Background: an optimization exercise with open tools, aiming at small area and a short achievable clock period. Do not read the settings as production practice.
Function was checked by simulation only, so behaviour that the tests miss may differ from the original.
Power figures rest on the tool's default switching activity, not on a simulated workload.

**flow/design.v**
```verilog
module mac_16bit(out_rounded,md,mr,clk,rst);
output reg [26:0] out_rounded;
input [15:0] md,mr;
input clk,rst;
reg [15:0] MD;
reg [7:0] ONE, TWO, NEG;         
reg [84:0] P;                  
reg [39:0] A;                    
reg [5:0] CB;                 
reg [8:0] k;       
reg clr;           
reg z1;            
reg r1, z2;        
wire zero = !rst | clr;
wire [16:0] mrx = {mr, 1'b0};
wire [7:0] one_n, two_n, neg_n;
genvar g;
generate for (g = 0; g < 8; g = g + 1) begin : enc
  assign one_n[g] = mrx[2*g+1] ^ mrx[2*g];
  assign two_n[g] = (mrx[2*g+2] & ~mrx[2*g+1] & ~mrx[2*g]) | (~mrx[2*g+2] & mrx[2*g+1] & mrx[2*g]);
  assign neg_n[g] = mrx[2*g+2] & ~(mrx[2*g+1] & mrx[2*g]);
end endgenerate
wire [16:0] pp0 = (({17{ONE[0]}} & {MD[15], MD}) | ({17{TWO[0]}} & {MD, 1'b0})) ^ {17{NEG[0]}};
wire ns0 = ~pp0[16];
wire [16:0] pp1 = (({17{ONE[1]}} & {MD[15], MD}) | ({17{TWO[1]}} & {MD, 1'b0})) ^ {17{NEG[1]}};
wire ns1 = ~pp1[16];
wire [16:0] pp2 = (({17{ONE[2]}} & {MD[15], MD}) | ({17{TWO[2]}} & {MD, 1'b0})) ^ {17{NEG[2]}};
wire ns2 = ~pp2[16];
wire [16:0] pp3 = (({17{ONE[3]}} & {MD[15], MD}) | ({17{TWO[3]}} & {MD, 1'b0})) ^ {17{NEG[3]}};
wire ns3 = ~pp3[16];
wire [16:0] pp4 = (({17{ONE[4]}} & {MD[15], MD}) | ({17{TWO[4]}} & {MD, 1'b0})) ^ {17{NEG[4]}};
wire ns4 = ~pp4[16];
wire [16:0] pp5 = (({17{ONE[5]}} & {MD[15], MD}) | ({17{TWO[5]}} & {MD, 1'b0})) ^ {17{NEG[5]}};
wire ns5 = ~pp5[16];
wire [16:0] pp6 = (({17{ONE[6]}} & {MD[15], MD}) | ({17{TWO[6]}} & {MD, 1'b0})) ^ {17{NEG[6]}};
wire ns6 = ~pp6[16];
wire [16:0] pp7 = (({17{ONE[7]}} & {MD[15], MD}) | ({17{TWO[7]}} & {MD, 1'b0})) ^ {17{NEG[7]}};
wire ns7 = ~pp7[16];
wire as1, ac2; assign {ac2, as1} = {1'b0, pp0[10]} + {1'b0, pp1[8]};
wire as3, ac4; assign {ac4, as3} = {1'b0, pp0[11]} + {1'b0, pp1[9]};
wire as5, ac6; assign {ac6, as5} = {1'b0, pp0[12]} + {1'b0, pp1[10]} + {1'b0, pp2[8]};
wire as7, ac8; assign {ac8, as7} = {1'b0, pp3[6]} + {1'b0, pp4[4]};
wire as9, ac10; assign {ac10, as9} = {1'b0, pp0[13]} + {1'b0, pp1[11]} + {1'b0, pp2[9]};
wire as11, ac12; assign {ac12, as11} = {1'b0, pp3[7]} + {1'b0, pp4[5]};
wire as13, ac14; assign {ac14, as13} = {1'b0, pp0[14]} + {1'b0, pp1[12]} + {1'b0, pp2[10]};
wire as15, ac16; assign {ac16, as15} = {1'b0, pp3[8]} + {1'b0, pp4[6]} + {1'b0, pp5[4]};
wire as17, ac18; assign {ac18, as17} = {1'b0, pp6[2]} + {1'b0, pp7[0]};
wire as19, ac20; assign {ac20, as19} = {1'b0, pp0[15]} + {1'b0, pp1[13]} + {1'b0, pp2[11]};
wire as21, ac22; assign {ac22, as21} = {1'b0, pp3[9]} + {1'b0, pp4[7]} + {1'b0, pp5[5]};
wire as23, ac24; assign {ac24, as23} = {1'b0, pp6[3]} + {1'b0, pp7[1]};
wire as25 = ~(ns0 ^ pp1[14]); wire ac26 = ns0 | pp1[14];
wire as27, ac28; assign {ac28, as27} = {1'b0, pp2[12]} + {1'b0, pp3[10]} + {1'b0, pp4[8]};
wire as29, ac30; assign {ac30, as29} = {1'b0, pp5[6]} + {1'b0, pp6[4]} + {1'b0, pp7[2]};
wire as31 = ~(pp1[15] ^ pp2[13]); wire ac32 = pp1[15] | pp2[13];
wire as33, ac34; assign {ac34, as33} = {1'b0, pp3[11]} + {1'b0, pp4[9]} + {1'b0, pp5[7]};
wire as35, ac36; assign {ac36, as35} = {1'b0, pp6[5]} + {1'b0, pp7[3]};
wire as37, ac38; assign {ac38, as37} = {1'b0, ns1} + {1'b0, pp2[14]} + {1'b0, pp3[12]};
wire as39, ac40; assign {ac40, as39} = {1'b0, pp4[10]} + {1'b0, pp5[8]} + {1'b0, pp6[6]};
wire as41 = ~(pp2[15] ^ pp3[13]); wire ac42 = pp2[15] | pp3[13];
wire as43, ac44; assign {ac44, as43} = {1'b0, pp4[11]} + {1'b0, pp5[9]};
wire as45, ac46; assign {ac46, as45} = {1'b0, ns2} + {1'b0, pp3[14]} + {1'b0, pp4[12]};
wire as47 = ~pp3[15];
wire as48, ac49; assign {ac49, as48} = {1'b0, pp0[6]} + {1'b0, pp1[4]};
wire as50, ac51; assign {ac51, as50} = {1'b0, pp0[7]} + {1'b0, pp1[5]};
wire as52, ac53; assign {ac53, as52} = {1'b0, pp0[8]} + {1'b0, pp1[6]} + {1'b0, pp2[4]};
wire as54, ac55; assign {ac55, as54} = {1'b0, pp3[2]} + {1'b0, pp4[0]};
wire as56, ac57; assign {ac57, as56} = {1'b0, pp0[9]} + {1'b0, pp1[7]} + {1'b0, pp2[5]};
wire as58, ac59; assign {ac59, as58} = {1'b0, pp3[3]} + {1'b0, pp4[1]};
wire as60, ac61; assign {ac61, as60} = {1'b0, as1} + {1'b0, pp2[6]} + {1'b0, pp3[4]};
wire as62, ac63; assign {ac63, as62} = {1'b0, pp4[2]} + {1'b0, pp5[0]} + {1'b0, NEG[5]};
wire as64, ac65; assign {ac65, as64} = {1'b0, as3} + {1'b0, pp2[7]} + {1'b0, pp3[5]};
wire as66, ac67; assign {ac67, as66} = {1'b0, pp4[3]} + {1'b0, pp5[1]} + {1'b0, ac2};
wire as68, ac69; assign {ac69, as68} = {1'b0, as5} + {1'b0, as7} + {1'b0, pp5[2]};
wire as70, ac71; assign {ac71, as70} = {1'b0, pp6[0]} + {1'b0, NEG[6]} + {1'b0, ac4};
wire as72, ac73; assign {ac73, as72} = {1'b0, as9} + {1'b0, as11} + {1'b0, pp5[3]};
wire as74, ac75; assign {ac75, as74} = {1'b0, pp6[1]} + {1'b0, ac6} + {1'b0, ac8};
wire as76, ac77; assign {ac77, as76} = {1'b0, as13} + {1'b0, as15} + {1'b0, as17};
wire as78, ac79; assign {ac79, as78} = {1'b0, NEG[7]} + {1'b0, ac10} + {1'b0, ac12};
wire as80, ac81; assign {ac81, as80} = {1'b0, as19} + {1'b0, as21} + {1'b0, as23};
wire as82, ac83; assign {ac83, as82} = {1'b0, ac14} + {1'b0, ac16} + {1'b0, ac18};
wire as84, ac85; assign {ac85, as84} = {1'b0, as25} + {1'b0, as27} + {1'b0, as29};
wire as86, ac87; assign {ac87, as86} = {1'b0, ac20} + {1'b0, ac22} + {1'b0, ac24};
wire as88, ac89; assign {ac89, as88} = {1'b0, as31} + {1'b0, as33} + {1'b0, as35};
wire as90, ac91; assign {ac91, as90} = {1'b0, ac26} + {1'b0, ac28} + {1'b0, ac30};
wire as92, ac93; assign {ac93, as92} = {1'b0, as37} + {1'b0, as39} + {1'b0, pp7[4]};
wire as94, ac95; assign {ac95, as94} = {1'b0, ac32} + {1'b0, ac34} + {1'b0, ac36};
wire as96, ac97; assign {ac97, as96} = {1'b0, as41} + {1'b0, as43} + {1'b0, pp6[7]};
wire as98, ac99; assign {ac99, as98} = {1'b0, pp7[5]} + {1'b0, ac38} + {1'b0, ac40};
wire as100, ac101; assign {ac101, as100} = {1'b0, as45} + {1'b0, pp5[10]} + {1'b0, pp6[8]};
wire as102, ac103; assign {ac103, as102} = {1'b0, pp7[6]} + {1'b0, ac42} + {1'b0, ac44};
wire as104, ac105; assign {ac105, as104} = {1'b0, as47} + {1'b0, pp4[13]} + {1'b0, pp5[11]};
wire as106, ac107; assign {ac107, as106} = {1'b0, pp6[9]} + {1'b0, pp7[7]} + {1'b0, ac46};
wire as108, ac109; assign {ac109, as108} = {1'b0, ns3} + {1'b0, pp4[14]} + {1'b0, pp5[12]};
wire as110, ac111; assign {ac111, as110} = {1'b0, pp6[10]} + {1'b0, pp7[8]} + {1'b0, pp3[15]};
wire as112 = ~(pp4[15] ^ pp5[13]); wire ac113 = pp4[15] | pp5[13];
wire as114, ac115; assign {ac115, as114} = {1'b0, pp6[11]} + {1'b0, pp7[9]};
wire as116, ac117; assign {ac117, as116} = {1'b0, ns4} + {1'b0, pp5[14]} + {1'b0, pp6[12]};
wire as118 = ~pp5[15];
wire as119, ac120; assign {ac120, as119} = {1'b0, pp0[4]} + {1'b0, pp1[2]};
wire as121, ac122; assign {ac122, as121} = {1'b0, pp0[5]} + {1'b0, pp1[3]};
wire as123, ac124; assign {ac124, as123} = {1'b0, as48} + {1'b0, pp2[2]} + {1'b0, pp3[0]};
wire as125, ac126; assign {ac126, as125} = {1'b0, as50} + {1'b0, pp2[3]} + {1'b0, pp3[1]};
wire as127, ac128; assign {ac128, as127} = {1'b0, as52} + {1'b0, as54} + {1'b0, NEG[4]};
wire as129, ac130; assign {ac130, as129} = {1'b0, as56} + {1'b0, as58} + {1'b0, ac53};
wire as131, ac132; assign {ac132, as131} = {1'b0, as60} + {1'b0, as62} + {1'b0, ac57};
wire as133, ac134; assign {ac134, as133} = {1'b0, as64} + {1'b0, as66} + {1'b0, ac61};
wire as135, ac136; assign {ac136, as135} = {1'b0, as68} + {1'b0, as70} + {1'b0, ac65};
wire as137, ac138; assign {ac138, as137} = {1'b0, as72} + {1'b0, as74} + {1'b0, ac69};
wire as139, ac140; assign {ac140, as139} = {1'b0, as76} + {1'b0, as78} + {1'b0, ac73};
wire as141, ac142; assign {ac142, as141} = {1'b0, as80} + {1'b0, as82} + {1'b0, ac77};
wire as143, ac144; assign {ac144, as143} = {1'b0, as84} + {1'b0, as86} + {1'b0, ac81};
wire as145, ac146; assign {ac146, as145} = {1'b0, as88} + {1'b0, as90} + {1'b0, ac85};
wire as147, ac148; assign {ac148, as147} = {1'b0, as92} + {1'b0, as94} + {1'b0, ac89};
wire as149, ac150; assign {ac150, as149} = {1'b0, as96} + {1'b0, as98} + {1'b0, ac93};
wire as151, ac152; assign {ac152, as151} = {1'b0, as100} + {1'b0, as102} + {1'b0, ac97};
wire as153, ac154; assign {ac154, as153} = {1'b0, as104} + {1'b0, as106} + {1'b0, ac101};
wire as155, ac156; assign {ac156, as155} = {1'b0, as108} + {1'b0, as110} + {1'b0, ac105};
wire as157, ac158; assign {ac158, as157} = {1'b0, as112} + {1'b0, as114} + {1'b0, ac109};
wire as159, ac160; assign {ac160, as159} = {1'b0, as116} + {1'b0, pp7[10]} + {1'b0, ac113};
wire as161, ac162; assign {ac162, as161} = {1'b0, as118} + {1'b0, pp6[13]} + {1'b0, pp7[11]};
wire as163, ac164; assign {ac164, as163} = {1'b0, ns5} + {1'b0, pp6[14]} + {1'b0, pp7[12]};
wire as165 = ~pp6[15];
wire [84:0] pnext;
assign pnext[0] = pp0[0];
assign pnext[1] = NEG[0];
assign pnext[2] = pp0[1];
assign pnext[3] = pp0[2];
assign pnext[4] = pp1[0];
assign pnext[5] = NEG[1];
assign pnext[6] = pp0[3];
assign pnext[7] = pp1[1];
assign pnext[8] = as119;
assign pnext[9] = pp2[0];
assign pnext[10] = NEG[2];
assign pnext[11] = as121;
assign pnext[12] = pp2[1];
assign pnext[13] = ac120;
assign pnext[14] = as123;
assign pnext[15] = NEG[3];
assign pnext[16] = ac122;
assign pnext[17] = as125;
assign pnext[18] = ac49;
assign pnext[19] = ac124;
assign pnext[20] = as127;
assign pnext[21] = ac51;
assign pnext[22] = ac126;
assign pnext[23] = as129;
assign pnext[24] = ac55;
assign pnext[25] = ac128;
assign pnext[26] = as131;
assign pnext[27] = ac59;
assign pnext[28] = ac130;
assign pnext[29] = as133;
assign pnext[30] = ac63;
assign pnext[31] = ac132;
assign pnext[32] = as135;
assign pnext[33] = ac67;
assign pnext[34] = ac134;
assign pnext[35] = as137;
assign pnext[36] = ac71;
assign pnext[37] = ac136;
assign pnext[38] = as139;
assign pnext[39] = ac75;
assign pnext[40] = ac138;
assign pnext[41] = as141;
assign pnext[42] = ac79;
assign pnext[43] = ac140;
assign pnext[44] = as143;
assign pnext[45] = ac83;
assign pnext[46] = ac142;
assign pnext[47] = as145;
assign pnext[48] = ac87;
assign pnext[49] = ac144;
assign pnext[50] = as147;
assign pnext[51] = ac91;
assign pnext[52] = ac146;
assign pnext[53] = as149;
assign pnext[54] = ac95;
assign pnext[55] = ac148;
assign pnext[56] = as151;
assign pnext[57] = ac99;
assign pnext[58] = ac150;
assign pnext[59] = as153;
assign pnext[60] = ac103;
assign pnext[61] = ac152;
assign pnext[62] = as155;
assign pnext[63] = ac107;
assign pnext[64] = ac154;
assign pnext[65] = as157;
assign pnext[66] = ac111;
assign pnext[67] = ac156;
assign pnext[68] = as159;
assign pnext[69] = ac115;
assign pnext[70] = ac158;
assign pnext[71] = as161;
assign pnext[72] = ac117;
assign pnext[73] = ac160;
assign pnext[74] = as163;
assign pnext[75] = pp5[15];
assign pnext[76] = ac162;
assign pnext[77] = as165;
assign pnext[78] = pp7[13];
assign pnext[79] = ac164;
assign pnext[80] = ns6;
assign pnext[81] = pp7[14];
assign pnext[82] = pp6[15];
assign pnext[83] = pp7[15];
assign pnext[84] = ns7;
wire bs166, bc167; assign {bc167, bs166} = {1'b0, P[3]} + {1'b0, P[4]};
wire bs168, bc169; assign {bc169, bs168} = {1'b0, P[6]} + {1'b0, P[7]};
wire [1:0] bt172 = {1'b0, ~P[8]} + {1'b0, ~P[9]} + {1'b0, ~P[10]}; wire bs170 = ~bt172[0]; wire bc171 = ~bt172[1];
wire [1:0] bt175 = {1'b0, ~P[11]} + {1'b0, ~P[12]} + {1'b0, ~P[13]}; wire bs173 = ~bt175[0]; wire bc174 = ~bt175[1];
wire [1:0] bt178 = {1'b0, ~P[14]} + {1'b0, ~P[15]} + {1'b0, ~P[16]}; wire bs176 = ~bt178[0]; wire bc177 = ~bt178[1];
wire [1:0] bt181 = {1'b0, ~P[17]} + {1'b0, ~P[18]} + {1'b0, ~P[19]}; wire bs179 = ~bt181[0]; wire bc180 = ~bt181[1];
wire [1:0] bt184 = {1'b0, ~P[20]} + {1'b0, ~P[21]} + {1'b0, ~P[22]}; wire bs182 = ~bt184[0]; wire bc183 = ~bt184[1];
wire [1:0] bt187 = {1'b0, ~P[23]} + {1'b0, ~P[24]} + {1'b0, ~P[25]}; wire bs185 = ~bt187[0]; wire bc186 = ~bt187[1];
wire [1:0] bt190 = {1'b0, ~P[26]} + {1'b0, ~P[27]} + {1'b0, ~P[28]}; wire bs188 = ~bt190[0]; wire bc189 = ~bt190[1];
wire [1:0] bt193 = {1'b0, ~P[29]} + {1'b0, ~P[30]} + {1'b0, ~P[31]}; wire bs191 = ~bt193[0]; wire bc192 = ~bt193[1];
wire [1:0] bt196 = {1'b0, ~P[32]} + {1'b0, ~P[33]} + {1'b0, ~P[34]}; wire bs194 = ~bt196[0]; wire bc195 = ~bt196[1];
wire [1:0] bt199 = {1'b0, ~P[35]} + {1'b0, ~P[36]} + {1'b0, ~P[37]}; wire bs197 = ~bt199[0]; wire bc198 = ~bt199[1];
wire [1:0] bt202 = {1'b0, ~P[38]} + {1'b0, ~P[39]} + {1'b0, ~P[40]}; wire bs200 = ~bt202[0]; wire bc201 = ~bt202[1];
wire [1:0] bt205 = {1'b0, ~P[41]} + {1'b0, ~P[42]} + {1'b0, ~P[43]}; wire bs203 = ~bt205[0]; wire bc204 = ~bt205[1];
wire [1:0] bt208 = {1'b0, ~P[44]} + {1'b0, ~P[45]} + {1'b0, ~P[46]}; wire bs206 = ~bt208[0]; wire bc207 = ~bt208[1];
wire [1:0] bt211 = {1'b0, ~P[47]} + {1'b0, ~P[48]} + {1'b0, ~P[49]}; wire bs209 = ~bt211[0]; wire bc210 = ~bt211[1];
wire [1:0] bt214 = {1'b0, ~P[50]} + {1'b0, ~P[51]} + {1'b0, ~P[52]}; wire bs212 = ~bt214[0]; wire bc213 = ~bt214[1];
wire [1:0] bt217 = {1'b0, ~P[53]} + {1'b0, ~P[54]} + {1'b0, ~P[55]}; wire bs215 = ~bt217[0]; wire bc216 = ~bt217[1];
wire [1:0] bt220 = {1'b0, ~P[56]} + {1'b0, ~P[57]} + {1'b0, ~P[58]}; wire bs218 = ~bt220[0]; wire bc219 = ~bt220[1];
wire [1:0] bt223 = {1'b0, ~P[59]} + {1'b0, ~P[60]} + {1'b0, ~P[61]}; wire bs221 = ~bt223[0]; wire bc222 = ~bt223[1];
wire [1:0] bt226 = {1'b0, ~P[62]} + {1'b0, ~P[63]} + {1'b0, ~P[64]}; wire bs224 = ~bt226[0]; wire bc225 = ~bt226[1];
wire [1:0] bt229 = {1'b0, ~P[65]} + {1'b0, ~P[66]} + {1'b0, ~P[67]}; wire bs227 = ~bt229[0]; wire bc228 = ~bt229[1];
wire [1:0] bt232 = {1'b0, ~P[68]} + {1'b0, ~P[69]} + {1'b0, ~P[70]}; wire bs230 = ~bt232[0]; wire bc231 = ~bt232[1];
wire [1:0] bt235 = {1'b0, ~P[71]} + {1'b0, ~P[72]} + {1'b0, ~P[73]}; wire bs233 = ~bt235[0]; wire bc234 = ~bt235[1];
wire [1:0] bt238 = {1'b0, ~P[74]} + {1'b0, ~P[75]} + {1'b0, ~P[76]}; wire bs236 = ~bt238[0]; wire bc237 = ~bt238[1];
wire [1:0] bt241 = {1'b0, ~P[77]} + {1'b0, ~P[78]} + {1'b0, ~P[79]}; wire bs239 = ~bt241[0]; wire bc240 = ~bt241[1];
wire [1:0] bt244 = {1'b0, ~P[80]} + {1'b0, ~P[81]} + {1'b0, ~P[82]}; wire bs242 = ~bt244[0]; wire bc243 = ~bt244[1];
wire bs245 = ~P[83];
wire bs246, bc247; assign {bc247, bs246} = {1'b0, P[0]} + {1'b0, P[1]};
wire bs248, bc249; assign {bc249, bs248} = {1'b0, P[2]} + {1'b0, A[1]};
wire [1:0] bt252 = {1'b0, ~bs166} + {1'b0, ~P[5]} + {1'b0, ~A[2]}; wire bs250 = ~bt252[0]; wire bc251 = ~bt252[1];
wire [1:0] bt255 = {1'b0, ~bs168} + {1'b0, ~A[3]} + {1'b0, ~bc167}; wire bs253 = ~bt255[0]; wire bc254 = ~bt255[1];
wire [1:0] bt258 = {1'b0, ~bs170} + {1'b0, ~A[4]} + {1'b0, ~bc169}; wire bs256 = ~bt258[0]; wire bc257 = ~bt258[1];
wire [1:0] bt261 = {1'b0, ~bs173} + {1'b0, ~A[5]} + {1'b0, ~bc171}; wire bs259 = ~bt261[0]; wire bc260 = ~bt261[1];
wire [1:0] bt264 = {1'b0, ~bs176} + {1'b0, ~A[6]} + {1'b0, ~bc174}; wire bs262 = ~bt264[0]; wire bc263 = ~bt264[1];
wire [1:0] bt267 = {1'b0, ~bs179} + {1'b0, ~A[7]} + {1'b0, ~bc177}; wire bs265 = ~bt267[0]; wire bc266 = ~bt267[1];
wire [1:0] bt270 = {1'b0, ~bs182} + {1'b0, ~A[8]} + {1'b0, ~bc180}; wire bs268 = ~bt270[0]; wire bc269 = ~bt270[1];
wire [1:0] bt273 = {1'b0, ~bs185} + {1'b0, ~A[9]} + {1'b0, ~bc183}; wire bs271 = ~bt273[0]; wire bc272 = ~bt273[1];
wire [1:0] bt276 = {1'b0, ~bs188} + {1'b0, ~A[10]} + {1'b0, ~bc186}; wire bs274 = ~bt276[0]; wire bc275 = ~bt276[1];
wire [1:0] bt279 = {1'b0, ~bs191} + {1'b0, ~A[11]} + {1'b0, ~bc189}; wire bs277 = ~bt279[0]; wire bc278 = ~bt279[1];
wire [1:0] bt282 = {1'b0, ~bs194} + {1'b0, ~A[12]} + {1'b0, ~bc192}; wire bs280 = ~bt282[0]; wire bc281 = ~bt282[1];
wire [1:0] bt285 = {1'b0, ~bs197} + {1'b0, ~A[13]} + {1'b0, ~bc195}; wire bs283 = ~bt285[0]; wire bc284 = ~bt285[1];
wire [1:0] bt288 = {1'b0, ~bs200} + {1'b0, ~A[14]} + {1'b0, ~bc198}; wire bs286 = ~bt288[0]; wire bc287 = ~bt288[1];
wire [1:0] bt291 = {1'b0, ~bs203} + {1'b0, ~A[15]} + {1'b0, ~bc201}; wire bs289 = ~bt291[0]; wire bc290 = ~bt291[1];
wire [1:0] bt294 = {1'b0, ~bs206} + {1'b0, ~A[16]} + {1'b0, ~bc204}; wire bs292 = ~bt294[0]; wire bc293 = ~bt294[1];
wire [1:0] bt297 = {1'b0, ~bs209} + {1'b0, ~A[17]} + {1'b0, ~bc207}; wire bs295 = ~bt297[0]; wire bc296 = ~bt297[1];
wire [1:0] bt300 = {1'b0, ~bs212} + {1'b0, ~A[18]} + {1'b0, ~bc210}; wire bs298 = ~bt300[0]; wire bc299 = ~bt300[1];
wire [1:0] bt303 = {1'b0, ~bs215} + {1'b0, ~A[19]} + {1'b0, ~bc213}; wire bs301 = ~bt303[0]; wire bc302 = ~bt303[1];
wire [1:0] bt306 = {1'b0, ~bs218} + {1'b0, ~A[20]} + {1'b0, ~bc216}; wire bs304 = ~bt306[0]; wire bc305 = ~bt306[1];
wire [1:0] bt309 = {1'b0, ~bs221} + {1'b0, ~A[21]} + {1'b0, ~bc219}; wire bs307 = ~bt309[0]; wire bc308 = ~bt309[1];
wire [1:0] bt312 = {1'b0, ~bs224} + {1'b0, ~A[22]} + {1'b0, ~bc222}; wire bs310 = ~bt312[0]; wire bc311 = ~bt312[1];
wire [1:0] bt315 = {1'b0, ~bs227} + {1'b0, ~A[23]} + {1'b0, ~bc225}; wire bs313 = ~bt315[0]; wire bc314 = ~bt315[1];
wire [1:0] bt318 = {1'b0, ~bs230} + {1'b0, ~A[24]} + {1'b0, ~bc228}; wire bs316 = ~bt318[0]; wire bc317 = ~bt318[1];
wire [1:0] bt321 = {1'b0, ~bs233} + {1'b0, ~A[25]} + {1'b0, ~bc231}; wire bs319 = ~bt321[0]; wire bc320 = ~bt321[1];
wire [1:0] bt324 = {1'b0, ~bs236} + {1'b0, ~A[26]} + {1'b0, ~bc234}; wire bs322 = ~bt324[0]; wire bc323 = ~bt324[1];
wire [1:0] bt327 = {1'b0, ~bs239} + {1'b0, ~A[27]} + {1'b0, ~bc237}; wire bs325 = ~bt327[0]; wire bc326 = ~bt327[1];
wire [1:0] bt330 = {1'b0, ~bs242} + {1'b0, ~A[28]} + {1'b0, ~bc240}; wire bs328 = ~bt330[0]; wire bc329 = ~bt330[1];
wire [1:0] bt333 = {1'b0, ~bs245} + {1'b0, ~A[29]} + {1'b0, ~bc243}; wire bs331 = ~bt333[0]; wire bc332 = ~bt333[1];
wire [1:0] bt336 = {1'b0, ~P[84]} + {1'b0, ~A[30]} + {1'b0, ~P[83]}; wire bs334 = ~bt336[0]; wire bc335 = ~bt336[1];
wire bs337 = ~A[31];
wire [7:0] yhi = 8'd0 + {7'd0, A[31]} - 8'd1;
wire k0_g338, k0_p344; assign {k0_g338, k0_p344} = {1'b0, bs246} + {1'b0, A[0]};
wire k0_g339, k0_p345; assign {k0_g339, k0_p345} = {1'b0, bs248} + {1'b0, bc247};
wire k0_g340, k0_p346; assign {k0_g340, k0_p346} = {1'b0, bs250} + {1'b0, bc249};
wire k0_g341, k0_p347; assign {k0_g341, k0_p347} = {1'b0, bs253} + {1'b0, bc251};
wire k0_g342, k0_p348; assign {k0_g342, k0_p348} = {1'b0, bs256} + {1'b0, bc254};
wire k0_g343, k0_p349; assign {k0_g343, k0_p349} = {1'b0, bs259} + {1'b0, bc257};
wire k0_G350 = k0_g339 | (k0_p345 & k0_g338);
wire k0_P351 = k0_p345 & k0_p344;
wire k0_G352 = k0_g340 | (k0_p346 & k0_g339);
wire k0_P353 = k0_p346 & k0_p345;
wire k0_G354 = k0_g341 | (k0_p347 & k0_g340);
wire k0_P355 = k0_p347 & k0_p346;
wire k0_G356 = k0_g342 | (k0_p348 & k0_g341);
wire k0_P357 = k0_p348 & k0_p347;
wire k0_G358 = k0_g343 | (k0_p349 & k0_g342);
wire k0_P359 = k0_p349 & k0_p348;
wire k0_G360 = k0_G352 | (k0_P353 & k0_g338);
wire k0_P361 = k0_P353 & k0_p344;
wire k0_G362 = k0_G354 | (k0_P355 & k0_G350);
wire k0_P363 = k0_P355 & k0_P351;
wire k0_G364 = k0_G356 | (k0_P357 & k0_G352);
wire k0_P365 = k0_P357 & k0_P353;
wire k0_G366 = k0_G358 | (k0_P359 & k0_G354);
wire k0_P367 = k0_P359 & k0_P355;
wire k0_G368 = k0_G364 | (k0_P365 & k0_g338);
wire k0_P369 = k0_P365 & k0_p344;
wire k0_G370 = k0_G366 | (k0_P367 & k0_G350);
wire k0_P371 = k0_P367 & k0_P351;
wire k0_s372 = k0_p344;
wire k0_s373 = k0_p345 ^ k0_g338;
wire k0_s374 = k0_p346 ^ k0_G350;
wire k0_s375 = k0_p347 ^ k0_G360;
wire k0_s376 = k0_p348 ^ k0_G362;
wire k0_s377 = k0_p349 ^ k0_G368;
wire k1_g378, k1_p384; assign {k1_g378, k1_p384} = {1'b0, bs262} + {1'b0, bc260};
wire k1_g379, k1_p385; assign {k1_g379, k1_p385} = {1'b0, bs265} + {1'b0, bc263};
wire k1_g380, k1_p386; assign {k1_g380, k1_p386} = {1'b0, bs268} + {1'b0, bc266};
wire k1_g381, k1_p387; assign {k1_g381, k1_p387} = {1'b0, bs271} + {1'b0, bc269};
wire k1_g382, k1_p388; assign {k1_g382, k1_p388} = {1'b0, bs274} + {1'b0, bc272};
wire k1_g383, k1_p389; assign {k1_g383, k1_p389} = {1'b0, bs277} + {1'b0, bc275};
wire k1_G390 = k1_g379 | (k1_p385 & k1_g378);
wire k1_P391 = k1_p385 & k1_p384;
wire k1_G392 = k1_g380 | (k1_p386 & k1_g379);
wire k1_P393 = k1_p386 & k1_p385;
wire k1_G394 = k1_g381 | (k1_p387 & k1_g380);
wire k1_P395 = k1_p387 & k1_p386;
wire k1_G396 = k1_g382 | (k1_p388 & k1_g381);
wire k1_P397 = k1_p388 & k1_p387;
wire k1_G398 = k1_g383 | (k1_p389 & k1_g382);
wire k1_P399 = k1_p389 & k1_p388;
wire k1_G400 = k1_G392 | (k1_P393 & k1_g378);
wire k1_P401 = k1_P393 & k1_p384;
wire k1_G402 = k1_G394 | (k1_P395 & k1_G390);
wire k1_P403 = k1_P395 & k1_P391;
wire k1_G404 = k1_G396 | (k1_P397 & k1_G392);
wire k1_P405 = k1_P397 & k1_P393;
wire k1_G406 = k1_G398 | (k1_P399 & k1_G394);
wire k1_P407 = k1_P399 & k1_P395;
wire k1_G408 = k1_G404 | (k1_P405 & k1_g378);
wire k1_P409 = k1_P405 & k1_p384;
wire k1_G410 = k1_G406 | (k1_P407 & k1_G390);
wire k1_P411 = k1_P407 & k1_P391;
wire k1_s412 = k1_p384 ^ CB[0];
wire k1_c413 = k1_g378 | (k1_p384 & CB[0]);
wire k1_s414 = k1_p385 ^ k1_c413;
wire k1_c415 = k1_G390 | (k1_P391 & CB[0]);
wire k1_s416 = k1_p386 ^ k1_c415;
wire k1_c417 = k1_G400 | (k1_P401 & CB[0]);
wire k1_s418 = k1_p387 ^ k1_c417;
wire k1_c419 = k1_G402 | (k1_P403 & CB[0]);
wire k1_s420 = k1_p388 ^ k1_c419;
wire k1_c421 = k1_G408 | (k1_P409 & CB[0]);
wire k1_s422 = k1_p389 ^ k1_c421;
wire k1_co423 = k1_G410 | (k1_P411 & CB[0]);
wire k2_g424, k2_p430; assign {k2_g424, k2_p430} = {1'b0, bs280} + {1'b0, bc278};
wire k2_g425, k2_p431; assign {k2_g425, k2_p431} = {1'b0, bs283} + {1'b0, bc281};
wire k2_g426, k2_p432; assign {k2_g426, k2_p432} = {1'b0, bs286} + {1'b0, bc284};
wire k2_g427, k2_p433; assign {k2_g427, k2_p433} = {1'b0, bs289} + {1'b0, bc287};
wire k2_g428, k2_p434; assign {k2_g428, k2_p434} = {1'b0, bs292} + {1'b0, bc290};
wire k2_g429, k2_p435; assign {k2_g429, k2_p435} = {1'b0, bs295} + {1'b0, bc293};
wire k2_G436 = k2_g425 | (k2_p431 & k2_g424);
wire k2_P437 = k2_p431 & k2_p430;
wire k2_G438 = k2_g426 | (k2_p432 & k2_g425);
wire k2_P439 = k2_p432 & k2_p431;
wire k2_G440 = k2_g427 | (k2_p433 & k2_g426);
wire k2_P441 = k2_p433 & k2_p432;
wire k2_G442 = k2_g428 | (k2_p434 & k2_g427);
wire k2_P443 = k2_p434 & k2_p433;
wire k2_G444 = k2_g429 | (k2_p435 & k2_g428);
wire k2_P445 = k2_p435 & k2_p434;
wire k2_G446 = k2_G438 | (k2_P439 & k2_g424);
wire k2_P447 = k2_P439 & k2_p430;
wire k2_G448 = k2_G440 | (k2_P441 & k2_G436);
wire k2_P449 = k2_P441 & k2_P437;
wire k2_G450 = k2_G442 | (k2_P443 & k2_G438);
wire k2_P451 = k2_P443 & k2_P439;
wire k2_G452 = k2_G444 | (k2_P445 & k2_G440);
wire k2_P453 = k2_P445 & k2_P441;
wire k2_G454 = k2_G450 | (k2_P451 & k2_g424);
wire k2_P455 = k2_P451 & k2_p430;
wire k2_G456 = k2_G452 | (k2_P453 & k2_G436);
wire k2_P457 = k2_P453 & k2_P437;
wire k2_s458 = k2_p430 ^ CB[1];
wire k2_c459 = k2_g424 | (k2_p430 & CB[1]);
wire k2_s460 = k2_p431 ^ k2_c459;
wire k2_c461 = k2_G436 | (k2_P437 & CB[1]);
wire k2_s462 = k2_p432 ^ k2_c461;
wire k2_c463 = k2_G446 | (k2_P447 & CB[1]);
wire k2_s464 = k2_p433 ^ k2_c463;
wire k2_c465 = k2_G448 | (k2_P449 & CB[1]);
wire k2_s466 = k2_p434 ^ k2_c465;
wire k2_c467 = k2_G454 | (k2_P455 & CB[1]);
wire k2_s468 = k2_p435 ^ k2_c467;
wire k2_co469 = k2_G456 | (k2_P457 & CB[1]);
wire k3_g470, k3_p476; assign {k3_g470, k3_p476} = {1'b0, bs298} + {1'b0, bc296};
wire k3_g471, k3_p477; assign {k3_g471, k3_p477} = {1'b0, bs301} + {1'b0, bc299};
wire k3_g472, k3_p478; assign {k3_g472, k3_p478} = {1'b0, bs304} + {1'b0, bc302};
wire k3_g473, k3_p479; assign {k3_g473, k3_p479} = {1'b0, bs307} + {1'b0, bc305};
wire k3_g474, k3_p480; assign {k3_g474, k3_p480} = {1'b0, bs310} + {1'b0, bc308};
wire k3_g475, k3_p481; assign {k3_g475, k3_p481} = {1'b0, bs313} + {1'b0, bc311};
wire k3_G482 = k3_g471 | (k3_p477 & k3_g470);
wire k3_P483 = k3_p477 & k3_p476;
wire k3_G484 = k3_g472 | (k3_p478 & k3_g471);
wire k3_P485 = k3_p478 & k3_p477;
wire k3_G486 = k3_g473 | (k3_p479 & k3_g472);
wire k3_P487 = k3_p479 & k3_p478;
wire k3_G488 = k3_g474 | (k3_p480 & k3_g473);
wire k3_P489 = k3_p480 & k3_p479;
wire k3_G490 = k3_g475 | (k3_p481 & k3_g474);
wire k3_P491 = k3_p481 & k3_p480;
wire k3_G492 = k3_G484 | (k3_P485 & k3_g470);
wire k3_P493 = k3_P485 & k3_p476;
wire k3_G494 = k3_G486 | (k3_P487 & k3_G482);
wire k3_P495 = k3_P487 & k3_P483;
wire k3_G496 = k3_G488 | (k3_P489 & k3_G484);
wire k3_P497 = k3_P489 & k3_P485;
wire k3_G498 = k3_G490 | (k3_P491 & k3_G486);
wire k3_P499 = k3_P491 & k3_P487;
wire k3_G500 = k3_G496 | (k3_P497 & k3_g470);
wire k3_P501 = k3_P497 & k3_p476;
wire k3_G502 = k3_G498 | (k3_P499 & k3_G482);
wire k3_P503 = k3_P499 & k3_P483;
wire k3_s504 = k3_p476 ^ CB[2];
wire k3_c505 = k3_g470 | (k3_p476 & CB[2]);
wire k3_s506 = k3_p477 ^ k3_c505;
wire k3_c507 = k3_G482 | (k3_P483 & CB[2]);
wire k3_s508 = k3_p478 ^ k3_c507;
wire k3_c509 = k3_G492 | (k3_P493 & CB[2]);
wire k3_s510 = k3_p479 ^ k3_c509;
wire k3_c511 = k3_G494 | (k3_P495 & CB[2]);
wire k3_s512 = k3_p480 ^ k3_c511;
wire k3_c513 = k3_G500 | (k3_P501 & CB[2]);
wire k3_s514 = k3_p481 ^ k3_c513;
wire k3_co515 = k3_G502 | (k3_P503 & CB[2]);
wire k4_g516, k4_p522; assign {k4_g516, k4_p522} = {1'b0, bs316} + {1'b0, bc314};
wire k4_g517, k4_p523; assign {k4_g517, k4_p523} = {1'b0, bs319} + {1'b0, bc317};
wire k4_g518, k4_p524; assign {k4_g518, k4_p524} = {1'b0, bs322} + {1'b0, bc320};
wire k4_g519, k4_p525; assign {k4_g519, k4_p525} = {1'b0, bs325} + {1'b0, bc323};
wire k4_g520, k4_p526; assign {k4_g520, k4_p526} = {1'b0, bs328} + {1'b0, bc326};
wire k4_g521, k4_p527; assign {k4_g521, k4_p527} = {1'b0, bs331} + {1'b0, bc329};
wire k4_G528 = k4_g517 | (k4_p523 & k4_g516);
wire k4_P529 = k4_p523 & k4_p522;
wire k4_G530 = k4_g518 | (k4_p524 & k4_g517);
wire k4_P531 = k4_p524 & k4_p523;
wire k4_G532 = k4_g519 | (k4_p525 & k4_g518);
wire k4_P533 = k4_p525 & k4_p524;
wire k4_G534 = k4_g520 | (k4_p526 & k4_g519);
wire k4_P535 = k4_p526 & k4_p525;
wire k4_G536 = k4_g521 | (k4_p527 & k4_g520);
wire k4_P537 = k4_p527 & k4_p526;
wire k4_G538 = k4_G530 | (k4_P531 & k4_g516);
wire k4_P539 = k4_P531 & k4_p522;
wire k4_G540 = k4_G532 | (k4_P533 & k4_G528);
wire k4_P541 = k4_P533 & k4_P529;
wire k4_G542 = k4_G534 | (k4_P535 & k4_G530);
wire k4_P543 = k4_P535 & k4_P531;
wire k4_G544 = k4_G536 | (k4_P537 & k4_G532);
wire k4_P545 = k4_P537 & k4_P533;
wire k4_G546 = k4_G542 | (k4_P543 & k4_g516);
wire k4_P547 = k4_P543 & k4_p522;
wire k4_G548 = k4_G544 | (k4_P545 & k4_G528);
wire k4_P549 = k4_P545 & k4_P529;
wire k4_s550 = k4_p522 ^ CB[3];
wire k4_c551 = k4_g516 | (k4_p522 & CB[3]);
wire k4_s552 = k4_p523 ^ k4_c551;
wire k4_c553 = k4_G528 | (k4_P529 & CB[3]);
wire k4_s554 = k4_p524 ^ k4_c553;
wire k4_c555 = k4_G538 | (k4_P539 & CB[3]);
wire k4_s556 = k4_p525 ^ k4_c555;
wire k4_c557 = k4_G540 | (k4_P541 & CB[3]);
wire k4_s558 = k4_p526 ^ k4_c557;
wire k4_c559 = k4_G546 | (k4_P547 & CB[3]);
wire k4_s560 = k4_p527 ^ k4_c559;
wire k4_co561 = k4_G548 | (k4_P549 & CB[3]);
wire k5_g562, k5_p568; assign {k5_g562, k5_p568} = {1'b0, bs334} + {1'b0, bc332};
wire k5_g563, k5_p569; assign {k5_g563, k5_p569} = {1'b0, bs337} + {1'b0, bc335};
wire k5_g564, k5_p570; assign {k5_g564, k5_p570} = {1'b0, A[32]} + {1'b0, yhi[0]};
wire k5_g565, k5_p571; assign {k5_g565, k5_p571} = {1'b0, A[33]} + {1'b0, yhi[1]};
wire k5_g566, k5_p572; assign {k5_g566, k5_p572} = {1'b0, A[34]} + {1'b0, yhi[2]};
wire k5_g567, k5_p573; assign {k5_g567, k5_p573} = {1'b0, A[35]} + {1'b0, yhi[3]};
wire k5_G574 = k5_g563 | (k5_p569 & k5_g562);
wire k5_P575 = k5_p569 & k5_p568;
wire k5_G576 = k5_g564 | (k5_p570 & k5_g563);
wire k5_P577 = k5_p570 & k5_p569;
wire k5_G578 = k5_g565 | (k5_p571 & k5_g564);
wire k5_P579 = k5_p571 & k5_p570;
wire k5_G580 = k5_g566 | (k5_p572 & k5_g565);
wire k5_P581 = k5_p572 & k5_p571;
wire k5_G582 = k5_g567 | (k5_p573 & k5_g566);
wire k5_P583 = k5_p573 & k5_p572;
wire k5_G584 = k5_G576 | (k5_P577 & k5_g562);
wire k5_P585 = k5_P577 & k5_p568;
wire k5_G586 = k5_G578 | (k5_P579 & k5_G574);
wire k5_P587 = k5_P579 & k5_P575;
wire k5_G588 = k5_G580 | (k5_P581 & k5_G576);
wire k5_P589 = k5_P581 & k5_P577;
wire k5_G590 = k5_G582 | (k5_P583 & k5_G578);
wire k5_P591 = k5_P583 & k5_P579;
wire k5_G592 = k5_G588 | (k5_P589 & k5_g562);
wire k5_P593 = k5_P589 & k5_p568;
wire k5_G594 = k5_G590 | (k5_P591 & k5_G574);
wire k5_P595 = k5_P591 & k5_P575;
wire k5_s596 = k5_p568 ^ CB[4];
wire k5_c597 = k5_g562 | (k5_p568 & CB[4]);
wire k5_s598 = k5_p569 ^ k5_c597;
wire k5_c599 = k5_G574 | (k5_P575 & CB[4]);
wire k5_s600 = k5_p570 ^ k5_c599;
wire k5_c601 = k5_G584 | (k5_P585 & CB[4]);
wire k5_s602 = k5_p571 ^ k5_c601;
wire k5_c603 = k5_G586 | (k5_P587 & CB[4]);
wire k5_s604 = k5_p572 ^ k5_c603;
wire k5_c605 = k5_G592 | (k5_P593 & CB[4]);
wire k5_s606 = k5_p573 ^ k5_c605;
wire k5_co607 = k5_G594 | (k5_P595 & CB[4]);
wire k6_g608, k6_p612; assign {k6_g608, k6_p612} = {1'b0, A[36]} + {1'b0, yhi[4]};
wire k6_g609, k6_p613; assign {k6_g609, k6_p613} = {1'b0, A[37]} + {1'b0, yhi[5]};
wire k6_g610, k6_p614; assign {k6_g610, k6_p614} = {1'b0, A[38]} + {1'b0, yhi[6]};
wire k6_g611, k6_p615; assign {k6_g611, k6_p615} = {1'b0, A[39]} + {1'b0, yhi[7]};
wire k6_G616 = k6_g609 | (k6_p613 & k6_g608);
wire k6_P617 = k6_p613 & k6_p612;
wire k6_G618 = k6_g610 | (k6_p614 & k6_g609);
wire k6_P619 = k6_p614 & k6_p613;
wire k6_G620 = k6_g611 | (k6_p615 & k6_g610);
wire k6_P621 = k6_p615 & k6_p614;
wire k6_G622 = k6_G618 | (k6_P619 & k6_g608);
wire k6_P623 = k6_P619 & k6_p612;
wire k6_G624 = k6_G620 | (k6_P621 & k6_G616);
wire k6_P625 = k6_P621 & k6_P617;
wire k6_s626 = k6_p612 ^ CB[5];
wire k6_c627 = k6_g608 | (k6_p612 & CB[5]);
wire k6_s628 = k6_p613 ^ k6_c627;
wire k6_c629 = k6_G616 | (k6_P617 & CB[5]);
wire k6_s630 = k6_p614 ^ k6_c629;
wire k6_c631 = k6_G622 | (k6_P623 & CB[5]);
wire k6_s632 = k6_p615 ^ k6_c631;
wire k6_co633 = k6_G624 | (k6_P625 & CB[5]);
wire [39:0] sum = {k6_s632, k6_s630, k6_s628, k6_s626, k5_s606, k5_s604, k5_s602, k5_s600, k5_s598, k5_s596, k4_s560, k4_s558, k4_s556, k4_s554, k4_s552, k4_s550, k3_s514, k3_s512, k3_s510, k3_s508, k3_s506, k3_s504, k2_s468, k2_s466, k2_s464, k2_s462, k2_s460, k2_s458, k1_s422, k1_s420, k1_s418, k1_s416, k1_s414, k1_s412, k0_s377, k0_s376, k0_s375, k0_s374, k0_s373, k0_s372};
wire [5:0] cbnext = {k5_co607, k4_co561, k3_co515, k2_co469, k1_co423, k0_G370};
wire [13:0] L = {1'b0, A[12:0]} + {7'd0, CB[0], 6'd0} + {1'd0, CB[1], 12'd0};
wire c13 = L[13];
wire up = L[12] & ((A[13] ^ c13) | (|L[11:0]));
wire rg634, rp661; assign {rg634, rp661} = {1'b0, A[13]} + {1'b0, c13};
wire rg635 = 1'b0; wire rp662 = A[14];
wire rg636 = 1'b0; wire rp663 = A[15];
wire rg637 = 1'b0; wire rp664 = A[16];
wire rg638 = 1'b0; wire rp665 = A[17];
wire rg639, rp666; assign {rg639, rp666} = {1'b0, A[18]} + {1'b0, CB[2]};
wire rg640 = 1'b0; wire rp667 = A[19];
wire rg641 = 1'b0; wire rp668 = A[20];
wire rg642 = 1'b0; wire rp669 = A[21];
wire rg643 = 1'b0; wire rp670 = A[22];
wire rg644 = 1'b0; wire rp671 = A[23];
wire rg645, rp672; assign {rg645, rp672} = {1'b0, A[24]} + {1'b0, CB[3]};
wire rg646 = 1'b0; wire rp673 = A[25];
wire rg647 = 1'b0; wire rp674 = A[26];
wire rg648 = 1'b0; wire rp675 = A[27];
wire rg649 = 1'b0; wire rp676 = A[28];
wire rg650 = 1'b0; wire rp677 = A[29];
wire rg651, rp678; assign {rg651, rp678} = {1'b0, A[30]} + {1'b0, CB[4]};
wire rg652 = 1'b0; wire rp679 = A[31];
wire rg653 = 1'b0; wire rp680 = A[32];
wire rg654 = 1'b0; wire rp681 = A[33];
wire rg655 = 1'b0; wire rp682 = A[34];
wire rg656 = 1'b0; wire rp683 = A[35];
wire rg657, rp684; assign {rg657, rp684} = {1'b0, A[36]} + {1'b0, CB[5]};
wire rg658 = 1'b0; wire rp685 = A[37];
wire rg659 = 1'b0; wire rp686 = A[38];
wire rg660 = 1'b0; wire rp687 = A[39];
wire rG688 = rg635 | (rp662 & rg634);
wire rP689 = rp662 & rp661;
wire rG690 = rg637 | (rp664 & rg636);
wire rP691 = rp664 & rp663;
wire rG692 = rg639 | (rp666 & rg638);
wire rP693 = rp666 & rp665;
wire rG694 = rg641 | (rp668 & rg640);
wire rP695 = rp668 & rp667;
wire rG696 = rg643 | (rp670 & rg642);
wire rP697 = rp670 & rp669;
wire rG698 = rg645 | (rp672 & rg644);
wire rP699 = rp672 & rp671;
wire rG700 = rg647 | (rp674 & rg646);
wire rP701 = rp674 & rp673;
wire rG702 = rg649 | (rp676 & rg648);
wire rP703 = rp676 & rp675;
wire rG704 = rg651 | (rp678 & rg650);
wire rP705 = rp678 & rp677;
wire rG706 = rg653 | (rp680 & rg652);
wire rP707 = rp680 & rp679;
wire rG708 = rg655 | (rp682 & rg654);
wire rP709 = rp682 & rp681;
wire rG710 = rg657 | (rp684 & rg656);
wire rP711 = rp684 & rp683;
wire rG712 = rg659 | (rp686 & rg658);
wire rP713 = rp686 & rp685;
wire rG714 = rg636 | (rp663 & rG688);
wire rP715 = rp663 & rP689;
wire rG716 = rG690 | (rP691 & rG688);
wire rP717 = rP691 & rP689;
wire rG718 = rg640 | (rp667 & rG692);
wire rP719 = rp667 & rP693;
wire rG720 = rG694 | (rP695 & rG692);
wire rP721 = rP695 & rP693;
wire rG722 = rg644 | (rp671 & rG696);
wire rP723 = rp671 & rP697;
wire rG724 = rG698 | (rP699 & rG696);
wire rP725 = rP699 & rP697;
wire rG726 = rg648 | (rp675 & rG700);
wire rP727 = rp675 & rP701;
wire rG728 = rG702 | (rP703 & rG700);
wire rP729 = rP703 & rP701;
wire rG730 = rg652 | (rp679 & rG704);
wire rP731 = rp679 & rP705;
wire rG732 = rG706 | (rP707 & rG704);
wire rP733 = rP707 & rP705;
wire rG734 = rg656 | (rp683 & rG708);
wire rP735 = rp683 & rP709;
wire rG736 = rG710 | (rP711 & rG708);
wire rP737 = rP711 & rP709;
wire rG738 = rg660 | (rp687 & rG712);
wire rP739 = rp687 & rP713;
wire rG740 = rg638 | (rp665 & rG716);
wire rP741 = rp665 & rP717;
wire rG742 = rG692 | (rP693 & rG716);
wire rP743 = rP693 & rP717;
wire rG744 = rG718 | (rP719 & rG716);
wire rP745 = rP719 & rP717;
wire rG746 = rG720 | (rP721 & rG716);
wire rP747 = rP721 & rP717;
wire rG748 = rg646 | (rp673 & rG724);
wire rP749 = rp673 & rP725;
wire rG750 = rG700 | (rP701 & rG724);
wire rP751 = rP701 & rP725;
wire rG752 = rG726 | (rP727 & rG724);
wire rP753 = rP727 & rP725;
wire rG754 = rG728 | (rP729 & rG724);
wire rP755 = rP729 & rP725;
wire rG756 = rg654 | (rp681 & rG732);
wire rP757 = rp681 & rP733;
wire rG758 = rG708 | (rP709 & rG732);
wire rP759 = rP709 & rP733;
wire rG760 = rG734 | (rP735 & rG732);
wire rP761 = rP735 & rP733;
wire rG762 = rG736 | (rP737 & rG732);
wire rP763 = rP737 & rP733;
wire rG764 = rg642 | (rp669 & rG746);
wire rP765 = rp669 & rP747;
wire rG766 = rG696 | (rP697 & rG746);
wire rP767 = rP697 & rP747;
wire rG768 = rG722 | (rP723 & rG746);
wire rP769 = rP723 & rP747;
wire rG770 = rG724 | (rP725 & rG746);
wire rP771 = rP725 & rP747;
wire rG772 = rG748 | (rP749 & rG746);
wire rP773 = rP749 & rP747;
wire rG774 = rG750 | (rP751 & rG746);
wire rP775 = rP751 & rP747;
wire rG776 = rG752 | (rP753 & rG746);
wire rP777 = rP753 & rP747;
wire rG778 = rG754 | (rP755 & rG746);
wire rP779 = rP755 & rP747;
wire rG780 = rg658 | (rp685 & rG762);
wire rP781 = rp685 & rP763;
wire rG782 = rG712 | (rP713 & rG762);
wire rP783 = rP713 & rP763;
wire rG784 = rG738 | (rP739 & rG762);
wire rP785 = rP739 & rP763;
wire rG786 = rg650 | (rp677 & rG778);
wire rP787 = rp677 & rP779;
wire rG788 = rG704 | (rP705 & rG778);
wire rP789 = rP705 & rP779;
wire rG790 = rG730 | (rP731 & rG778);
wire rP791 = rP731 & rP779;
wire rG792 = rG732 | (rP733 & rG778);
wire rP793 = rP733 & rP779;
wire rG794 = rG756 | (rP757 & rG778);
wire rP795 = rP757 & rP779;
wire rG796 = rG758 | (rP759 & rG778);
wire rP797 = rP759 & rP779;
wire rG798 = rG760 | (rP761 & rG778);
wire rP799 = rP761 & rP779;
wire rG800 = rG762 | (rP763 & rG778);
wire rP801 = rP763 & rP779;
wire rG802 = rG780 | (rP781 & rG778);
wire rP803 = rP781 & rP779;
wire rG804 = rG782 | (rP783 & rG778);
wire rP805 = rP783 & rP779;
wire rG806 = rG784 | (rP785 & rG778);
wire rP807 = rP785 & rP779;
wire rs808 = rp661 ^ up;
wire rc809 = rg634 | (rp661 & up);
wire rs810 = rp662 ^ rc809;
wire rc811 = rG688 | (rP689 & up);
wire rs812 = rp663 ^ rc811;
wire rc813 = rG714 | (rP715 & up);
wire rs814 = rp664 ^ rc813;
wire rc815 = rG716 | (rP717 & up);
wire rs816 = rp665 ^ rc815;
wire rc817 = rG740 | (rP741 & up);
wire rs818 = rp666 ^ rc817;
wire rc819 = rG742 | (rP743 & up);
wire rs820 = rp667 ^ rc819;
wire rc821 = rG744 | (rP745 & up);
wire rs822 = rp668 ^ rc821;
wire rc823 = rG746 | (rP747 & up);
wire rs824 = rp669 ^ rc823;
wire rc825 = rG764 | (rP765 & up);
wire rs826 = rp670 ^ rc825;
wire rc827 = rG766 | (rP767 & up);
wire rs828 = rp671 ^ rc827;
wire rc829 = rG768 | (rP769 & up);
wire rs830 = rp672 ^ rc829;
wire rc831 = rG770 | (rP771 & up);
wire rs832 = rp673 ^ rc831;
wire rc833 = rG772 | (rP773 & up);
wire rs834 = rp674 ^ rc833;
wire rc835 = rG774 | (rP775 & up);
wire rs836 = rp675 ^ rc835;
wire rc837 = rG776 | (rP777 & up);
wire rs838 = rp676 ^ rc837;
wire rc839 = rG778 | (rP779 & up);
wire rs840 = rp677 ^ rc839;
wire rc841 = rG786 | (rP787 & up);
wire rs842 = rp678 ^ rc841;
wire rc843 = rG788 | (rP789 & up);
wire rs844 = rp679 ^ rc843;
wire rc845 = rG790 | (rP791 & up);
wire rs846 = rp680 ^ rc845;
wire rc847 = rG792 | (rP793 & up);
wire rs848 = rp681 ^ rc847;
wire rc849 = rG794 | (rP795 & up);
wire rs850 = rp682 ^ rc849;
wire rc851 = rG796 | (rP797 & up);
wire rs852 = rp683 ^ rc851;
wire rc853 = rG798 | (rP799 & up);
wire rs854 = rp684 ^ rc853;
wire rc855 = rG800 | (rP801 & up);
wire rs856 = rp685 ^ rc855;
wire rc857 = rG802 | (rP803 & up);
wire rs858 = rp686 ^ rc857;
wire rc859 = rG804 | (rP805 & up);
wire rs860 = rp687 ^ rc859;
wire rco861 = rG806 | (rP807 & up);
wire [26:0] rnd = {rs860, rs858, rs856, rs854, rs852, rs850, rs848, rs846, rs844, rs842, rs840, rs838, rs836, rs834, rs832, rs830, rs828, rs826, rs824, rs822, rs820, rs818, rs816, rs814, rs812, rs810, rs808};
always @(posedge clk) begin
  MD <= md;
  ONE <= one_n;
  TWO <= two_n;
  NEG <= neg_n;
  P <= pnext;
  z1 <= zero;
  r1 <= !rst;
  z2 <= r1;
  if (z1 | z2) A <= 40'd0;
  else A <= sum;
  if (z1 | z2) CB <= 6'd0;
  else CB <= cbnext;
  out_rounded <= (zero | z1) ? 27'd0 : rnd;
  if (zero) k <= {8'd0, clr};
  else k <= k + 9'd1;
  clr <= rst & !clr & (k == 9'd258);
end
endmodule
```
**flow/flow/run.sh**
```bash
#!/bin/bash
# The standard layout (the standard.sh), except that the port buffers are
# sky130_fd_sc_hd__buf_2 cells instead of the default delay buffers.
set -euo pipefail
export BUFFER_PORTS_ARGS="-buffer_cell sky130_fd_sc_hd__buf_2"
bash standard.sh > standard.log 2>&1
```
**flow/standard.sh**
```bash
#!/bin/bash
# synth_recipe.tcl (not shown) runs the flow's synth.tcl, then flattens the netlist and writes it again
# the make line also repeats each setting of config.mk as NAME=value (left out here)
make -C /OpenROAD-flow-scripts/flow DESIGN_CONFIG=/design/flow/config.mk WORK_HOME=/design/flow/orfs CLKGATE_MAP_FILE= SYNTH_SCRIPT=/design/flow/synth_recipe.tcl "${@:-finish}"
```
**flow/config.mk**
```make
export PLATFORM = sky130hd
export DESIGN_NAME = mac_16bit
export DESIGN_NICKNAME = mac_16bit
export VERILOG_FILES = /design/flow/design.v
export SDC_FILE = /design/flow/constraint.sdc
export NUM_CORES = 4
export LEC_CHECK = 0
export CAP_MARGIN = 20
export CORE_MARGIN = 2
export CORE_UTILIZATION = 60
export CTS_CLUSTER_DIAMETER = 100
export CTS_CLUSTER_SIZE = 20
export SETUP_SLACK_MARGIN = 4.3
export SLEW_MARGIN = 20
```
**flow/constraint.sdc**
```tcl
create_clock -name core_clock -period 6.9 [get_ports {clk}]
set_input_delay 1.3800 -clock core_clock [delete_from_list [all_inputs] [get_ports {clk}]]
set_output_delay 1.3800 -clock core_clock [all_outputs]
set_load 0.01 [all_outputs]
```
==> results of run 1 <==
## per-stage QoR
| stage | power, mW | std cells |
|---|---|---|
| finish | 6.31 | 1518 |
| global route | 7.01 | 1518 |
| CTS | 6.15 | 1508 |
| detailed placement | 5.13 | 1469 |
| global placement | 5.01 | 1469 |
| floorplan | 4.45 | 1210 |
## what timing repair did
action	CTS	global route
setup endpoints to repair	55	47
hold buffers	0	0
gates resized for setup	71	50
pin swaps	19	32
gates cloned	0	0
setup buffers	23	10
## cells in the mapped netlist (5+ instances only)
library cell,instances
nor2_1,69
nand3b_1,7
buf_2,5
xnor2_1,126
dfxtp_1,211
o21bai_1,6
nand3_1,8
fa_1,122
nand2_1,28
nor3_1,17
a22oi_1,120
xor2_1,60
and2_1,6
a21o_1,13
nor2b_1,11
nand2b_1,8
o21ai_0,32
ha_1,80
inv_1,114
or3_1,7
a21oi_1,29
clkbuf_1,73
## layout make-up
type                            instances  area, um2
Clock inverter                          1       11.3
Sequential cell                       211       4360
Fill cell                            1649       6840
Multi-Input combinational cell        803       7870
Inverter                              114        428
Tap cell                              275        344
Timing Repair Buffer                   99        593
Clock buffer                           15        375
## state kept, by name (all words and copies together), names as in the netlist
name	cells
A	40
CB	6
MD	16
NEG	8
ONE	8
P	85
TWO	8
clr	1
k	9
out_rounded	27
r1	1
z1	1
z2	1
## layout by cell type (no fill, tap or decap), types with 3 or more instances in the layout
cell type,Yosys,layout
dfxtp_1,211,168
a21o_1,13,13
buf_4,0,39
o21ai_0,32,26
nor2_1,69,67
clkbuf_16,0,15
nand2b_1,8,8
fa_1,122,116
o21ai_2,1,6
nor2b_1,11,11
xnor2_1,126,122
a21oi_1,29,20
o21a_1,3,3
and2_1,6,6
nand3_1,8,8
o21bai_1,6,6
inv_1,114,113
or3_1,7,7
xor2_1,60,60
xnor2_2,0,4
buf_2,5,60
dfxtp_2,0,11
o211ai_1,4,4
fa_2,0,6
nand2_1,28,27
nand3b_1,7,7
a21oi_2,2,10
a22oi_1,120,119
ha_4,0,3
ha_1,80,77
nor3_1,17,17
dfxtp_4,0,32
## path summary, 6_finish.rpt
check / from / endpoint / slack (ns) / cells after the start
worst max-delay path: P[51]$_DFF_P_ / A[21]$_SDFF_PP0_ / 4.28 / 9
worst min-delay path: r1$_DFF_P_ / z2$_DFF_P_ / 0.34 / 0
worst max register to register: P[51]$_DFF_P_ / A[21]$_SDFF_PP0_ / 4.28 / 9
worst min register to register: r1$_DFF_P_ / z2$_DFF_P_ / 0.34 / 0
## power by group through the flow
| stage | Clock (mW) | Sequential [mW] | Combinational, mW |
|---|---|---|---|
| finish | 0.792 | 1.80 | 3.72 |
| global route | 0.861 | 1.84 | 4.31 |
| CTS | 0.820 | 1.80 | 3.53 |
| detailed placement | 0 | 1.83 | 3.30 |
| global placement | 0 | 1.82 | 3.19 |
| floorplan | 0 | 1.72 | 2.73 |
## per-layer routing
layer  track usage, %  part of all wire (%)  up-vias
li1                 -                     -     4047
met1             35.4                    49     3996
met2             36.7                    44      228
met3             3.58                   5.3       33
met4             6.38                   1.7        0
met5                0                     0        -
## logic make-up (layout without fill, tap and decap cells)
family / after synthesis / after routing / synth area share, %
AOI/OAI and AO/OA: 226 / 226 / 12.6
xor gates and xnor gates: 186 / 186 / 12.9
adders and majority gates: 202 / 202 / 27.2
buffers and inverters: 196 / 229 / 5.87
DFF: 211 / 211 / 33.4
muxes: 5 / 5 / 0.455
and+or+nand+nor: 184 / 184 / 7.53
==> flow_metrics.py, run 1 <==
metrics = {
    "power": {
        "powerDensity_mw_per_mm2": 451,
        "internal_power_mw": 3.79,
        "switching_share_pct": 40.0,
        "seqPwrFrac_pct": 28.5,
        "p_leak_nw": 6.00,
        "pwr-share-comb_pct": 58.9,
        "clockPowerShare_pct": 12.6,
        "switchingPower_mw": 2.52,
        "ir_worst_vdd_v": 0.000264,
    },
    "timing": {
        "tightest_slew_ns": 0.801,
        "grt_setup_unrepaired": "yes",
        "setup_slack_ns": 4.28,
        "clock_skew_ns": 0.0105,
        "period_share_pct": 38.0,
        "final_hold_viol_count": 0,
        "slew_viol_final": 0,
        "setup_viol": 0,
        "maxSlewHeadroom_pct": 46.6,
        "setup_tns_ns": 0,
        "clock.fmax_mhz": 382,
        "finalCriticalPeriod_ns": 2.62,
        "worst_hold_slack_ns": 0.337,
    },
    "logic_synthesis": {
        "ys_ff_latch": 211,
        "avgSynthCellArea_um2": 10.4,
        "synth_cell_types": 58,
        "syn-cell-area_mm2": 0.0126,
        "synth_fp_nets": 1446,
        "synthArstFlopShare_pct": 0,
        "synth_cells": 1210,
        "ys_seq_area_share_pct": 33.4,
        "ys_top_cells_by_area": "dfxtp_1 33%, fa_1 19%, xnor2_1 8.7%",
        "synth_edf_count": 0,
        "ys_warn_count": 1,
        "synth_area_leader_cell": "dfxtp_1",
        "synthDominantCellAreaShare_pct": 33.4,
        "synthFlopType": "dfxtp_1",
    },
    "cells_and_area": {
        "area_growth_pct": 10.6,
        "n_antenna_cell": 0,
        "final_area_mm2": 0.0140,
        "nNetsFinal": 1479,
        "drive_above_1_share_pct": 17.1,
        "fin_util_pct": 67.1,
    },
    "clock_network": {
        "insertion_delay_ns": 0.47,
        "numCtsBuffers": 14,
        "cts.path.max_buffers": 3,
        "h-tree-depth": 1,
        "clock_sinks": 211,
        "cts_root_buffer": "clkbuf_16",
        "clk_pin_slew_ns": 0.08,
        "cts_tree": "built",
    },
    "floorplan": {
        "initial_core_util_pct": 60.7,
        "dieArea_mm2": 0.0222,
        "core.rowCount": 53,
        "core_mm2": 0.0208,
        "die_h_um": 149,
        "io_pins": 61,
        "fp.dieW_um": 149,
    },
    "global_route": {
        "overflow": 0,
        "grt_pass1_wl_um": 42500,
        "track_usage_pct": 23.8,
        "grt_start_max_net_pins": 43,
        "grt_antenna_before_repair": 0,
        "grt_pass1_vias": 8264,
    },
    "detailed_routing": {
        "viasPerCell": 5.47,
        "dr.pass1.iters": 6,
        "num_vias": 8304,
        "antenna_left": 0,
        "routed_wl_um": 25700,
        "dr.first_iter.drc_count": 480,
        "drc": 0,
        "wl_per_cell_um": 17.0,
    },
    "job": {
        "max_cap_violations": 0,
    },
    "setup_path": {
        "cp-end-kind": "flop",
        "path_cells": "fa_1 -> fa_1 -> ha_1 -> a21o_1 -> a21o_1 -> a21oi_2 -> buf_4 -> xnor2_2 -> nor2_1",
        "path_class": "reg -> reg",
        "required_ns": 7.23,
        "arrival_ns": 2.95,
        "crit_buf_inv": 1,
        "crit_path_max_incr_delay_ns": 0.55,
        "startpoint_type": "flop",
        "critPathTopFamily": "adder cells",
        "critPathSlowestCell": "fa_1",
        "worstPathMaxFanout": 3,
    },
    "status": {
        "status": "timing/DRC/antenna clean",
    },
    "place": {
        "place_congestion": 0.851,
        "dpl_worst_slack_ns": 3.79,
        "dp_hpwl_um": 18300,
        "post_dp_cell_area_mm2": 0.0130,
        "portBuffers": 60,
    },
    "min_path": {
        "hold_class": "reg -> reg",
    },
}
==> inputs of run 2 (changes only) <==
--- a/flow/config.mk
+++ b/flow/config.mk
@@ -8,7 +8,7 @@
 export CAP_MARGIN = 20
 export CORE_MARGIN = 2
-export CORE_UTILIZATION = 60
+export CORE_UTILIZATION = 70
 export CTS_CLUSTER_DIAMETER = 100
 export CTS_CLUSTER_SIZE = 20
-export SETUP_SLACK_MARGIN = 4.3
+export SETUP_SLACK_MARGIN = 4.15
 export SLEW_MARGIN = 20
==> run 2 against run 1 <==
Effect of this change:
- cell area decreased by 3.1%
- synthesized cell count unchanged
- cell count decreased by 5.1%
- still clean
- register-to-register slack got worse by 0.06 ns
- clock skew increased by 0.0052 ns
- clock power about the same
- flip-flop and latch count unchanged
- utilization increased by 8.8 points
- worst hold slack got worse by 0.0014 ns
- highest routed layer unchanged
==> flow_metrics.py, run 2 <==
metrics = {
    "logic_synthesis": {
        "avgSynthCellArea_um2": 10.4,
        "ys_top_cells_by_area": "dfxtp_1 33%, fa_1 19%, xnor2_1 8.7%",
        "ys_seq_area_share_pct": 33.4,
        "synthArstFlopShare_pct": 0,
        "ys_warn_count": 1,
        "synth_area_leader_cell": "dfxtp_1",
        "synthDominantCellAreaShare_pct": 33.4,
        "synthTopCellsByCount": "211 x dfxtp_1, 126 x xnor2_1, 122 x fa_1",
        "syn-cell-area_mm2": 0.0126,
        "synth_cell_types": 58,
        "synthFlopType": "dfxtp_1",
        "synth_fp_nets": 1446,
    },
    "detailed_routing": {
        "drc": 0,
        "dr.first_iter.drc_count": 507,
        "antenna_left": 0,
        "dr.pass1.iters": 5,
    },
    "power": {
        "switchingPower_mw": 2.49,
        "p_total_mw": 6.14,
        "pwr-share-comb_pct": 57.5,
        "seqPwrFrac_pct": 29.6,
        "clockPowerShare_pct": 12.9,
        "ir_worst_vdd_v": 0.000263,
        "switching_share_pct": 40.6,
        "powerDensity_mw_per_mm2": 453,
    },
    "floorplan": {
        "core_mm2": 0.0178,
        "io_pins": 61,
        "core.rowCount": 49,
        "dieArea_mm2": 0.0191,
        "die_h_um": 138,
        "fp.dieW_um": 138,
    },
    "cells_and_area": {
        "n_antenna_cell": 0,
        "largest_reg_flops": 85,
        "layout_commonest_cell": "dfxtp_1",
        "drive_above_1_share_pct": 13.8,
        "final_area_mm2": 0.0135,
        "fillCellCount": 1246,
        "nNetsFinal": 1448,
        "area_growth_pct": 7.17,
    },
    "min_path": {
        "hold_class": "reg -> reg",
        "hold_path_end": "z2$_DFF_P_",
        "worstHoldStart": "r1$_DFF_P_",
    },
    "timing": {
        "maxSlewHeadroom_pct": 46.9,
        "clock.fmax_mhz": 374,
        "worst_hold_slack_ns": 0.335,
        "setup_tns_ns": 0,
        "clock_skew_ns": 0.0156,
        "final_hold_viol_count": 0,
        "tightest_slew_ns": 0.797,
        "grt_setup_unrepaired": "yes",
        "period_share_pct": 38.8,
    },
    "setup_path": {
        "r2r-end": "P[47]$_DFF_P_",
        "cp-end-kind": "flop",
        "path_class": "reg -> reg",
        "rrSetupSlack_ns": 4.22,
        "required_ns": 7.25,
        "arrival_ns": 3.03,
        "reg2regPathDepth": 6,
    },
    "global_route": {
        "track_usage_pct": 26.6,
        "grt_pass1_vias": 8363,
        "grt_pass1_wl_um": 42000,
        "overflow": 0,
        "grt_antenna_before_repair": 0,
    },
    "clock_network": {
        "h-tree-depth": 1,
        "numCtsBuffers": 14,
        "insertion_delay_ns": 0.48,
        "cts_tree": "built",
        "cts_root_buffer": "clkbuf_16",
        "clock_sinks": 211,
    },
    "place": {
        "place_congestion": 0.886,
        "dp_hpwl_um": 18200,
    },
    "status": {
        "status": "timing/DRC/antenna clean",
    },
}
run 2: critical path, cell delays in order, from the launching register on:
cell,delay (ns)
dfxtp_2,0.58
a22oi_1,0.19
xor2_1,0.24
fa_1,0.51
fa_1,0.52
inv_1,0.06
fa_1,0.45
run 2: how the worst max path moves through the flow:
stage               slack (ns)                         end             from  cells past startpoint
floorplan                 4.17               P[56]$_DFF_P_   NEG[4]$_DFF_P_                      7
global placement          3.90  out_rounded[19]$_SDFF_PP0_              rst                      6
detailed placement        3.85  out_rounded[19]$_SDFF_PP0_              rst                      6
CTS                       4.16            CB[3]$_SDFF_PP0_    P[47]$_DFF_P_                     11
global route              4.11  out_rounded[26]$_SDFF_PP0_  A[6]$_SDFF_PP0_                     12
finish                    4.22               P[47]$_DFF_P_   ONE[5]$_DFF_P_                      6
run 2: timing repair:
action,CTS,global route
pin swaps,1,18
hold buffers,0,0
gates resized for setup,44,29
cloned,0,0
buffers inserted,2,4
endpoints found under the setup margin,36,34
run 2: cells by family after synthesis:
| family | Yosys count | synth area share, % |
|---|---|---|
| adder cells (fa/ha/maj) | 202 | 27.2 |
| multiplexers | 5 | 0.455 |
| AND/OR/NAND/NOR | 184 | 7.53 |
| buffers and inverters | 196 | 5.87 |
| XOR/XNOR | 186 | 12.9 |
| flip-flops | 211 | 33.4 |
| AO/OA/AOI/OAI | 226 | 12.6 |
run 2: layout make-up:
type                       count  area, um2  share of cell area, %
multi-input combinational    803       7800                   57.6
sequential                   211       4280                   31.6
inverter                     114        428                   3.16
clock buffer                  15        375                   2.77
timing repair buffer          68        360                   2.66
tap                          229        287                   2.12
clock inverter                 1       11.3                 0.0831
run 2: routing by layer:
layer	part of all wire (%)	routed length (um)	vias to the layer above	GRT usage [%]
met1	47	11700	4056	39.4
met5	0	0	-	0
li1	-	-	3977	-
met4	2.0	506	0	6.18
met3	6.5	1610	37	4.12
met2	45	11200	298	41.7
run 2: power groups by stage:
stage               clock (mW)  combinational [mW]  sequential (mW)
detailed placement           0                3.31             1.84
CTS                      0.807                3.40             1.81
floorplan                    0                2.71             1.72
global route             0.846                4.07             1.86
global placement             0                3.11             1.82
finish                   0.790                3.53             1.82
